Context: an optimization exercise on an open-source flow, tuned for small area, a short achievable clock period and few clock cycles. The choices shown serve that exercise and are no tape-out recipe. RTL that was checked went through simulation tests only; none was proved equivalent to the original. No activity file was given, so power comes from the tool's default toggle rates.

## processing_element_avalon_interface
module processing_element_avalon_interface (
    input csi_clockreset_clk,
    input csi_clockreset_reset_n,
    input [7:0] avs_s1_address,
    input avs_s1_read,
    input avs_s1_write,
    input [31:0] avs_s1_writedata,
    output reg [31:0] avs_s1_readdata
);
Size in the first run: about 680 cells after synthesis, roughly 200 flip-flops, ~0.0097 mm^2 of cells after synthesis.
export LEC_CHECK = 0
export CAP_MARGIN = 20
export CORE_MARGIN = 2
export CORE_UTILIZATION = 40
export CTS_CLUSTER_DIAMETER = 100
export CTS_CLUSTER_SIZE = 30
export SLEW_MARGIN = 20
export SYNTH_HIERARCHICAL = 1
export SYNTH_MINIMUM_KEEP_SIZE = 0
create_clock -name core_clock -period 12.5 [get_ports {csi_clockreset_clk}]
standard.sh (not shown) runs the stock make flow with config.mk's settings and CLKGATE_MAP_FILE= SYNTH_SCRIPT=/design/flow/synth_recipe.tcl, a recipe that flattens the netlist after the stock synthesis.
==> flow/flow/run.sh <==
#!/bin/bash
# Standard ORFS layout, with repair_timing asked to leave extra setup slack so
# that the fixed input/output paths are built fast. The SDC is the standard flow's own.
set -euo pipefail
bash standard.sh SETUP_SLACK_MARGIN=7 MATCH_CELL_FOOTPRINT=0 \
  "BUFFER_PORTS_ARGS=-buffer_cell sky130_fd_sc_hd__buf_2" finish > standard_flow.log 2>&1
The starting point finished clean.
Testbench counts at the start, summed over its fixed seeds: cycles 36,800.
Then changed:
--- a/flow/config.mk
+++ b/flow/config.mk
@@ -11,2 +11,2 @@
-export CTS_CLUSTER_DIAMETER = 100
-export CTS_CLUSTER_SIZE = 30
+export CTS_BUF_LIST = sky130_fd_sc_hd__clkbuf_8
+export CTS_CLUSTER_SIZE = 10
The new run passed the timing, DRC and antenna checks. Worst setup slack hardly moves. Area after synthesis does not change. Worst hold slack improved by 0.0070 ns. Non-clock buffer count does not change. Register-to-register slack hardly moves. Cell area came out lower slightly. Maximum frequency stays flat. Die area does not change.

* * *

Another version of the RTL of processing_element_avalon_interface (not shown whole).
Size: ~690 cells after synthesis, roughly 76 I/O pins, roughly 9800 µm² of cells after synthesis.
clock: 12.5 ns
lec_check: 0
cap_margin: 20
core_margin: 2
core_utilization: 40
cts_buf_list: sky130_fd_sc_hd__clkbuf_8
cts_cluster_size: 10
slew_margin: 20
synth_hierarchical: 1
synth_minimum_keep_size: 0
==> flow/flow/run.sh <==
#!/bin/bash
# Standard ORFS layout, with repair_timing asked to leave extra setup slack so
# that the fixed input/output paths are built fast. The SDC is the standard flow's own.
set -euo pipefail
bash standard.sh SETUP_SLACK_MARGIN=6.7 MATCH_CELL_FOOTPRINT=0 \
  "BUFFER_PORTS_ARGS=-buffer_cell sky130_fd_sc_hd__buf_2" finish > standard_flow.log 2>&1
Change:
--- a/flow/flow/run.sh
+++ b/flow/flow/run.sh
@@ -4,3 +4,3 @@
 set -euo pipefail
-bash standard.sh SETUP_SLACK_MARGIN=6.7 MATCH_CELL_FOOTPRINT=0 \
+bash standard.sh SETUP_SLACK_MARGIN=7 MATCH_CELL_FOOTPRINT=0 \
   "BUFFER_PORTS_ARGS=-buffer_cell sky130_fd_sc_hd__buf_2" finish > standard_flow.log 2>&1
- CTS_BUF_LIST: sky130_fd_sc_hd__clkbuf_8 -> default
- CTS_CLUSTER_SIZE: 10 -> default
After rerunning:
- critical path depth is unchanged
- first-iteration DRC count climbs by about 1.2%
- power increases by 11%
- die area does not change
- design area climbs by about 3.3%
- worst hold slack gains 10 ps
Function was not checked in any run of this note: the RTL went through the layout flow alone.

* * *

## tundra
processing_element_avalon_interface, a different RTL version from the one above (not shown whole).
Size in the first run: roughly 810 cells after synthesis, ~10000 sq um of cells after synthesis.
// processing_element_avalon_interface
module processing_element_avalon_interface (
    input csi_clockreset_clk,
    input csi_clockreset_reset_n,
    input [7:0] avs_s1_address,
    input avs_s1_read,
    input avs_s1_write,
    input [31:0] avs_s1_writedata,
    output reg [31:0] avs_s1_readdata
);
==> flow/config.mk <==
export PLATFORM = sky130hd
export DESIGN_NAME = processing_element_avalon_interface
export DESIGN_NICKNAME = processing_element_avalon_interface
export VERILOG_FILES = /design/flow/design.v
export SDC_FILE = /design/flow/constraint.sdc
export NUM_CORES = 4
export LEC_CHECK = 0
export CAP_MARGIN = 20
export CORE_MARGIN = 2
export CORE_UTILIZATION = 40
export SLEW_MARGIN = 20
==> flow/constraint.sdc <==
create_clock -name core_clock -period 12.5 [get_ports {csi_clockreset_clk}]
set_input_delay 2.5000 -clock core_clock [delete_from_list [all_inputs] [get_ports {csi_clockreset_clk}]]
set_output_delay 2.5000 -clock core_clock [all_outputs]
set_load 0.01 [all_outputs]
==> flow/flow/run.sh <==
#!/bin/bash
# Standard ORFS layout, with repair_timing asked to leave extra setup slack so
# that the fixed input/output paths are built fast, and a timing-driven
# resynthesis of the slowest logic cones after floorplan. The SDC is the standard flow's own.
set -euo pipefail
here=$(pwd)
bash standard.sh SETUP_SLACK_MARGIN=7 MATCH_CELL_FOOTPRINT=0 \
  "BUFFER_PORTS_ARGS=-buffer_cell sky130_fd_sc_hd__buf_2" \
  POST_FLOORPLAN_TCL=$here/flow/restructure.tcl finish > standard_flow.log 2>&1
==> flow/flow/restructure.tcl <==
# Timing-driven resynthesis of the logic cones on the slowest paths
set lib [lindex $::env(LIB_FILES) 0]
file mkdir $::env(OBJECTS_DIR)/rmp
restructure -liberty_file $lib -target timing -slack_threshold 6.9 -depth_threshold 2 \
  -tielo_port sky130_fd_sc_hd__conb_1/LO -tiehi_port sky130_fd_sc_hd__conb_1/HI \
  -work_dir $::env(OBJECTS_DIR)/rmp -abc_logfile $::env(OBJECTS_DIR)/rmp/abc.log
Testbench counts of tundra, summed over its fixed seeds: cycles 36,800.
> inputs changed (tundra -> xenon)
==> flow/flow/run.sh <==
#!/bin/bash
# Standard ORFS layout, with repair_timing asked to leave extra setup slack so
# that the fixed input/output paths are built fast. The SDC is the standard flow's own.
set -euo pipefail
bash standard.sh SETUP_SLACK_MARGIN=7 MATCH_CELL_FOOTPRINT=0 \
  "BUFFER_PORTS_ARGS=-buffer_cell sky130_fd_sc_hd__buf_2" finish > standard_flow.log 2>&1
removed: flow/flow/restructure.tcl
Findings:
- xenon and tundra all finish clean.
- As far as setup slack goes, xenon and tundra are indistinguishable; the numbers are identical.
- tundra → xenon: number of H-tree levels level; synthesized area level; number of multi-input combinational cells level; post-synthesis simple-gate area fraction level.
- There was hardly any difference in post-synthesis async set-or-reset flop share between tundra and xenon.
- tundra → xenon: clock skew after layout closely matched the old numbers; period utilization closely matched the old numbers; total detailed-routing wirelength closely matched the old numbers; TritonCTS buffer count closely matched the old numbers.

* * *

Another version of the RTL of processing_element_avalon_interface (not shown whole).
Size in the first run: roughly 680 cells after synthesis, about 200 flip-flops.
// processing_element_avalon_interface
module processing_element_avalon_interface (
    input csi_clockreset_clk,
    input csi_clockreset_reset_n,
    input [7:0] avs_s1_address,
    input avs_s1_read,
    input avs_s1_write,
    input [31:0] avs_s1_writedata,
    output reg [31:0] avs_s1_readdata
);
Settings: LEC_CHECK=0, CAP_MARGIN=20, CORE_MARGIN=2, CORE_UTILIZATION=40, CTS_BUF_LIST=sky130_fd_sc_hd__clkbuf_8, CTS_CLUSTER_SIZE=10, SLEW_MARGIN=20, SYNTH_HIERARCHICAL=1, SYNTH_MINIMUM_KEEP_SIZE=0; clock period 12.5 ns.
==> flow/flow/run.sh <==
#!/bin/bash
# Standard ORFS layout, with repair_timing asked to leave extra setup slack so
# that the fixed input/output paths are built fast. The SDC is the standard flow's own.
set -euo pipefail
bash standard.sh SETUP_SLACK_MARGIN=6.5 MATCH_CELL_FOOTPRINT=0 \
  "BUFFER_PORTS_ARGS=-buffer_cell sky130_fd_sc_hd__buf_2" finish > standard_flow.log 2>&1
The first run passed the timing, DRC and antenna checks.
Testbench counts at the start, summed over its fixed seeds: cycles 36,800.
Edit:
==> flow/flow/run.sh (replaced) <==
#!/bin/bash
# Standard ORFS layout, with repair_timing asked to leave extra setup slack so
# that the fixed input/output paths are built fast, and a clock tree of
# clkbuf_8 leaves without dummy loads. The SDC is the standard flow's own.
set -euo pipefail
bash standard.sh SETUP_SLACK_MARGIN=7 MATCH_CELL_FOOTPRINT=0 \
  "BUFFER_PORTS_ARGS=-buffer_cell sky130_fd_sc_hd__buf_2" \
  "CTS_ARGS=-sink_clustering_enable -repair_clock_nets -sink_clustering_size 10 -buf_list sky130_fd_sc_hd__clkbuf_8 -dont_use_dummy_load" \
  finish > standard_flow.log 2>&1
Outcome: Core utilization goes down by 1.9 points. Setup slack gains 59 ps. Worst hold slack loses 48 ps. Via count goes down by 1.6%. Routed wire length goes down by 5.0%. Cell area goes down by 4.0%. Sequential share of layout area goes up by 2.0 points. Power goes down by 8.7%. Clock power goes down by 28%. Non-clock buffer count goes down by 10.

* * *

processing_element_avalon_interface again, from the RTL that the note above started with.
export LEC_CHECK = 0
export CAP_MARGIN = 20
export CORE_MARGIN = 2
export CORE_UTILIZATION = 40
export SLEW_MARGIN = 20
export SYNTH_HIERARCHICAL = 1
export SYNTH_MINIMUM_KEEP_SIZE = 0
create_clock -name core_clock -period 12.5 [get_ports {csi_clockreset_clk}]
==> flow/flow/run.sh <==
#!/bin/bash
# Standard ORFS layout, with repair_timing asked to leave extra setup slack so
# that the fixed input/output paths are built fast. The SDC is the standard flow's own.
set -euo pipefail
bash standard.sh SETUP_SLACK_MARGIN=7 MATCH_CELL_FOOTPRINT=0 \
  "BUFFER_PORTS_ARGS=-buffer_cell sky130_fd_sc_hd__buf_2" finish > standard_flow.log 2>&1
The first run went through all stages and came out clean.
Testbench counts at the start, summed over its fixed seeds: cycles 36,800.
Change:
==> flow/flow/run.sh (replaced) <==
#!/bin/bash
# Standard ORFS layout, with repair_timing asked to leave extra setup slack so
# that the fixed input/output paths are built fast, and a clock tree of
# small leaves without dummy loads. The SDC is the standard flow's own.
set -euo pipefail
bash standard.sh SETUP_SLACK_MARGIN=7 MATCH_CELL_FOOTPRINT=0 \
  "BUFFER_PORTS_ARGS=-buffer_cell sky130_fd_sc_hd__buf_2" \
  "CTS_ARGS=-sink_clustering_enable -repair_clock_nets -sink_clustering_size 8 -buf_list {sky130_fd_sc_hd__clkbuf_4 sky130_fd_sc_hd__clkbuf_8} -dont_use_dummy_load" \
  finish > standard_flow.log 2>&1
--- a/flow/config.mk
+++ b/flow/config.mk
@@ -9,4 +9,6 @@
 export CORE_MARGIN = 2
 export CORE_UTILIZATION = 40
+export CTS_BUF_LIST = sky130_fd_sc_hd__clkbuf_8
+export CTS_CLUSTER_SIZE = 10
 export SLEW_MARGIN = 20
 export SYNTH_HIERARCHICAL = 1
Result: Sequential share of layout area rose by 1.6 points; combinational power stays flat; synthesized cell count is unchanged; total power fell by 15%; via count fell by 0.70%.
Change:
==> flow/flow/run.sh (replaced) <==
#!/bin/bash
# Standard ORFS layout, with repair_timing asked to leave extra setup slack so
# that the fixed input/output paths are built fast. The SDC is the standard flow's own.
set -euo pipefail
bash standard.sh SETUP_SLACK_MARGIN=7 MATCH_CELL_FOOTPRINT=0 \
  "BUFFER_PORTS_ARGS=-buffer_cell sky130_fd_sc_hd__buf_2" finish > standard_flow.log 2>&1
Total power went up by 7.7%. Setup slack is about the same. Maximum frequency barely changes. Clock power went up by 33%. Synthesized cell count is unchanged. Utilization rose by 0.67 points. Global-route usage hardly moves.

* * *

processing_element_avalon_interface, a different RTL version from the one above (not shown whole).
Size: about 680 cells after synthesis, roughly 200 flip-flops, ~9700 um^2 of cells after synthesis.
==> flow/config.mk <==
export PLATFORM = sky130hd
export DESIGN_NAME = processing_element_avalon_interface
export DESIGN_NICKNAME = processing_element_avalon_interface
export VERILOG_FILES = /design/flow/design.v
export SDC_FILE = /design/flow/constraint.sdc
export NUM_CORES = 4
export LEC_CHECK = 0
export CAP_MARGIN = 20
export CORE_MARGIN = 2
export CORE_UTILIZATION = 40
export CTS_BUF_LIST = sky130_fd_sc_hd__clkbuf_8
export CTS_CLUSTER_SIZE = 10
export SLEW_MARGIN = 20
export SYNTH_HIERARCHICAL = 1
export SYNTH_MINIMUM_KEEP_SIZE = 0
==> flow/constraint.sdc <==
create_clock -name core_clock -period 12.5 [get_ports {csi_clockreset_clk}]
set_input_delay 2.5000 -clock core_clock [delete_from_list [all_inputs] [get_ports {csi_clockreset_clk}]]
set_output_delay 2.5000 -clock core_clock [all_outputs]
set_load 0.01 [all_outputs]
==> flow/flow/run.sh <==
#!/bin/bash
# Standard ORFS layout, with repair_timing asked to leave extra setup slack so
# that the fixed input/output paths are built fast, and a clock tree of
# clkbuf_8 leaves without dummy loads. The SDC is the standard flow's own.
set -euo pipefail
bash standard.sh SETUP_SLACK_MARGIN=7 MATCH_CELL_FOOTPRINT=0 \
  "BUFFER_PORTS_ARGS=-buffer_cell sky130_fd_sc_hd__buf_2" \
  "CTS_ARGS=-sink_clustering_enable -repair_clock_nets -sink_clustering_size 20 -sink_clustering_max_diameter 80 -buf_list sky130_fd_sc_hd__clkbuf_8 -dont_use_dummy_load" \
  finish > standard_flow.log 2>&1
Testbench counts at the start, summed over its fixed seeds: cycles 36,800.
Next try:
--- a/flow/flow/run.sh
+++ b/flow/flow/run.sh
@@ -6,4 +6,4 @@
 bash standard.sh SETUP_SLACK_MARGIN=7 MATCH_CELL_FOOTPRINT=0 \
   "BUFFER_PORTS_ARGS=-buffer_cell sky130_fd_sc_hd__buf_2" \
-  "CTS_ARGS=-sink_clustering_enable -repair_clock_nets -sink_clustering_size 20 -sink_clustering_max_diameter 80 -buf_list sky130_fd_sc_hd__clkbuf_8 -dont_use_dummy_load" \
+  "CTS_ARGS=-sink_clustering_enable -repair_clock_nets -sink_clustering_size 10 -buf_list sky130_fd_sc_hd__clkbuf_8 -dont_use_dummy_load" \
   finish > standard_flow.log 2>&1
--- a/flow/config.mk
+++ b/flow/config.mk
@@ -11,4 +11,5 @@
 export CTS_BUF_LIST = sky130_fd_sc_hd__clkbuf_8
 export CTS_CLUSTER_SIZE = 10
+export PLACE_DENSITY = 0.75
 export SLEW_MARGIN = 20
 export SYNTH_HIERARCHICAL = 1
Outcome: The changed run passed the timing, DRC and antenna checks; routed wire length decreases by 4.7%; core utilization is about the same; via count increases by 0.43%; maximum frequency stays flat; design area barely changes; die area is unchanged.
Next try:
--- a/flow/flow/run.sh
+++ b/flow/flow/run.sh
@@ -6,4 +6,4 @@
 bash standard.sh SETUP_SLACK_MARGIN=7 MATCH_CELL_FOOTPRINT=0 \
   "BUFFER_PORTS_ARGS=-buffer_cell sky130_fd_sc_hd__buf_2" \
-  "CTS_ARGS=-sink_clustering_enable -repair_clock_nets -sink_clustering_size 10 -buf_list sky130_fd_sc_hd__clkbuf_8 -dont_use_dummy_load" \
+  "CTS_ARGS=-sink_clustering_enable -repair_clock_nets -sink_clustering_size 16 -sink_clustering_max_diameter 60 -sink_clustering_levels 1 -buf_list sky130_fd_sc_hd__clkbuf_8 -dont_use_dummy_load" \
   finish > standard_flow.log 2>&1
--- a/flow/config.mk
+++ b/flow/config.mk
@@ -11,5 +11,4 @@
 export CTS_BUF_LIST = sky130_fd_sc_hd__clkbuf_8
 export CTS_CLUSTER_SIZE = 10
-export PLACE_DENSITY = 0.75
 export SLEW_MARGIN = 20
 export SYNTH_HIERARCHICAL = 1
After rerunning: Routed wire length goes up by 4.9%. Flip-flop and latch count stays the same. Total power hardly moves. Synthesized area stays the same. Global-route usage goes up by 1.1 points. Non-clock buffer count goes up by 2. First-iteration DRC count goes up by 5.2%. Critical path depth stays the same. Worst hold slack improves by 0.037 ns.

* * *

== the reference run ==
Another version of the RTL of processing_element_avalon_interface (not shown whole).
Size: roughly 690 cells after synthesis, ~76 I/O pins, roughly 0.0098 sq mm of cells after synthesis.
export LEC_CHECK = 0
export CAP_MARGIN = 20
export CORE_MARGIN = 2
export CORE_UTILIZATION = 40
export CTS_BUF_LIST = sky130_fd_sc_hd__clkbuf_8
export CTS_CLUSTER_SIZE = 10
export SLEW_MARGIN = 20
export SYNTH_HIERARCHICAL = 1
export SYNTH_MINIMUM_KEEP_SIZE = 0
create_clock -name core_clock -period 12.5 [get_ports {csi_clockreset_clk}]
==> flow/flow/run.sh <==
#!/bin/bash
# Standard ORFS layout, with repair_timing asked to leave extra setup slack so
# that the fixed input/output paths are built fast, and a clock tree of
# clkbuf_8 leaves without dummy loads. The SDC is the standard flow's own.
set -euo pipefail
bash standard.sh SETUP_SLACK_MARGIN=6.75 MATCH_CELL_FOOTPRINT=0 \
  "BUFFER_PORTS_ARGS=-buffer_cell sky130_fd_sc_hd__buf_2" \
  "CTS_ARGS=-sink_clustering_enable -repair_clock_nets -sink_clustering_size 10 -buf_list sky130_fd_sc_hd__clkbuf_8 -dont_use_dummy_load" \
  finish > standard_flow.log 2>&1
The reference run ended with every stage complete and zero timing, DRC or antenna violations.
The inputs of the trial run differ from those of the reference run as listed below.
diff --git a/flow/flow/run.sh b/flow/flow/run.sh
--- a/flow/flow/run.sh
+++ b/flow/flow/run.sh
@@ -6 +6 @@
-bash standard.sh SETUP_SLACK_MARGIN=6.75 MATCH_CELL_FOOTPRINT=0 \
+bash standard.sh SETUP_SLACK_MARGIN=7 MATCH_CELL_FOOTPRINT=0 \
- The trial run ended with every stage complete and zero timing, DRC or antenna violations.
- Between the reference run and the trial run, the part of the Yosys area used for sequential elements figures differ only marginally.
- The reference run -> the trial run: multi-input logic cell count flat
- Worst setup path endpoint = avs_s1_readdata[17]: the reference run; worst setup path endpoint = avs_s1_readdata[28]: the trial run
- Compared to the reference run, the trial run has final worst-path setup slack 0.029 ns higher.
- Per the comparison of the trial run with the reference run, number of fill cells now sits lower, number of non-clock buffers in the layout now sits lower, highest achievable clock rate now sits higher, proportion of cell area occupied by multi-input gates now sits at about the same level.
No run of this note included a check of the RTL's function; only the layout flow was run.

==> separate check: timing with driven ports <==
Ports are ideal in the flow. The routed layouts listed here were re-timed in OpenROAD. Step 1: set_driving_cell puts a clkbuf_16 on csi_clockreset_clk and a buf_2 on each other input, an assumption about the parent block. Step 2 adds t to the input delays and takes it off the output delays; t is the mean of the earliest and latest rising clock arrival at the registers after step 1. Input paths then give back, and output paths get back, about the clock's delay inside the block. Three values: no drivers, after step 1, after step 2; two values: the first two.
run	shift t [ns]	setup WS [ns]	worst slew at a driven data input, ns	cell pins on the clock port's net
the first run of note 1	0.468	6.345 / 6.308 / 6.308	0.05	1
the second run of note 1	0.498	6.345 / 6.308 / 6.308	0.05	1
the first run of note 2	0.510	6.629 / 6.580 / 6.580	0.06	1
the second run of note 2	0.477	6.647 / 6.592 / 6.592	0.08	1
tundra	0.481	6.448 / 6.415 / 6.415	0.05	1
xenon	0.481	6.448 / 6.415 / 6.415	0.05	1
the first run of note 4	0.496	6.459 / 6.421 / 6.421	0.05	1
the second run of note 4	0.481	6.518 / 6.482 / 6.482	0.05	1
the first run of note 5	0.477	6.517 / 6.483 / 6.483	0.05	1
the second run of note 5	0.481	6.518 / 6.482 / 6.482	0.05	1
the third run of note 5	0.500	6.516 / 6.482 / 6.482	0.05	1
the first run of note 6	0.479	6.529 / 6.508 / 6.508	0.04	1
the second run of note 6	0.489	6.536 / 6.516 / 6.516	0.03	1
the third run of note 6	0.479	6.529 / 6.508 / 6.508	0.04	1
the reference run	0.488	6.618 / 6.544 / 6.544	0.07	1
the trial run	0.488	6.647 / 6.584 / 6.584	0.08	1
After both steps setup and hold are still met in every run listed. The setup slack of the reference run, which loses most, moves by -0.074 ns with the drivers and by -0.074 ns with both steps.
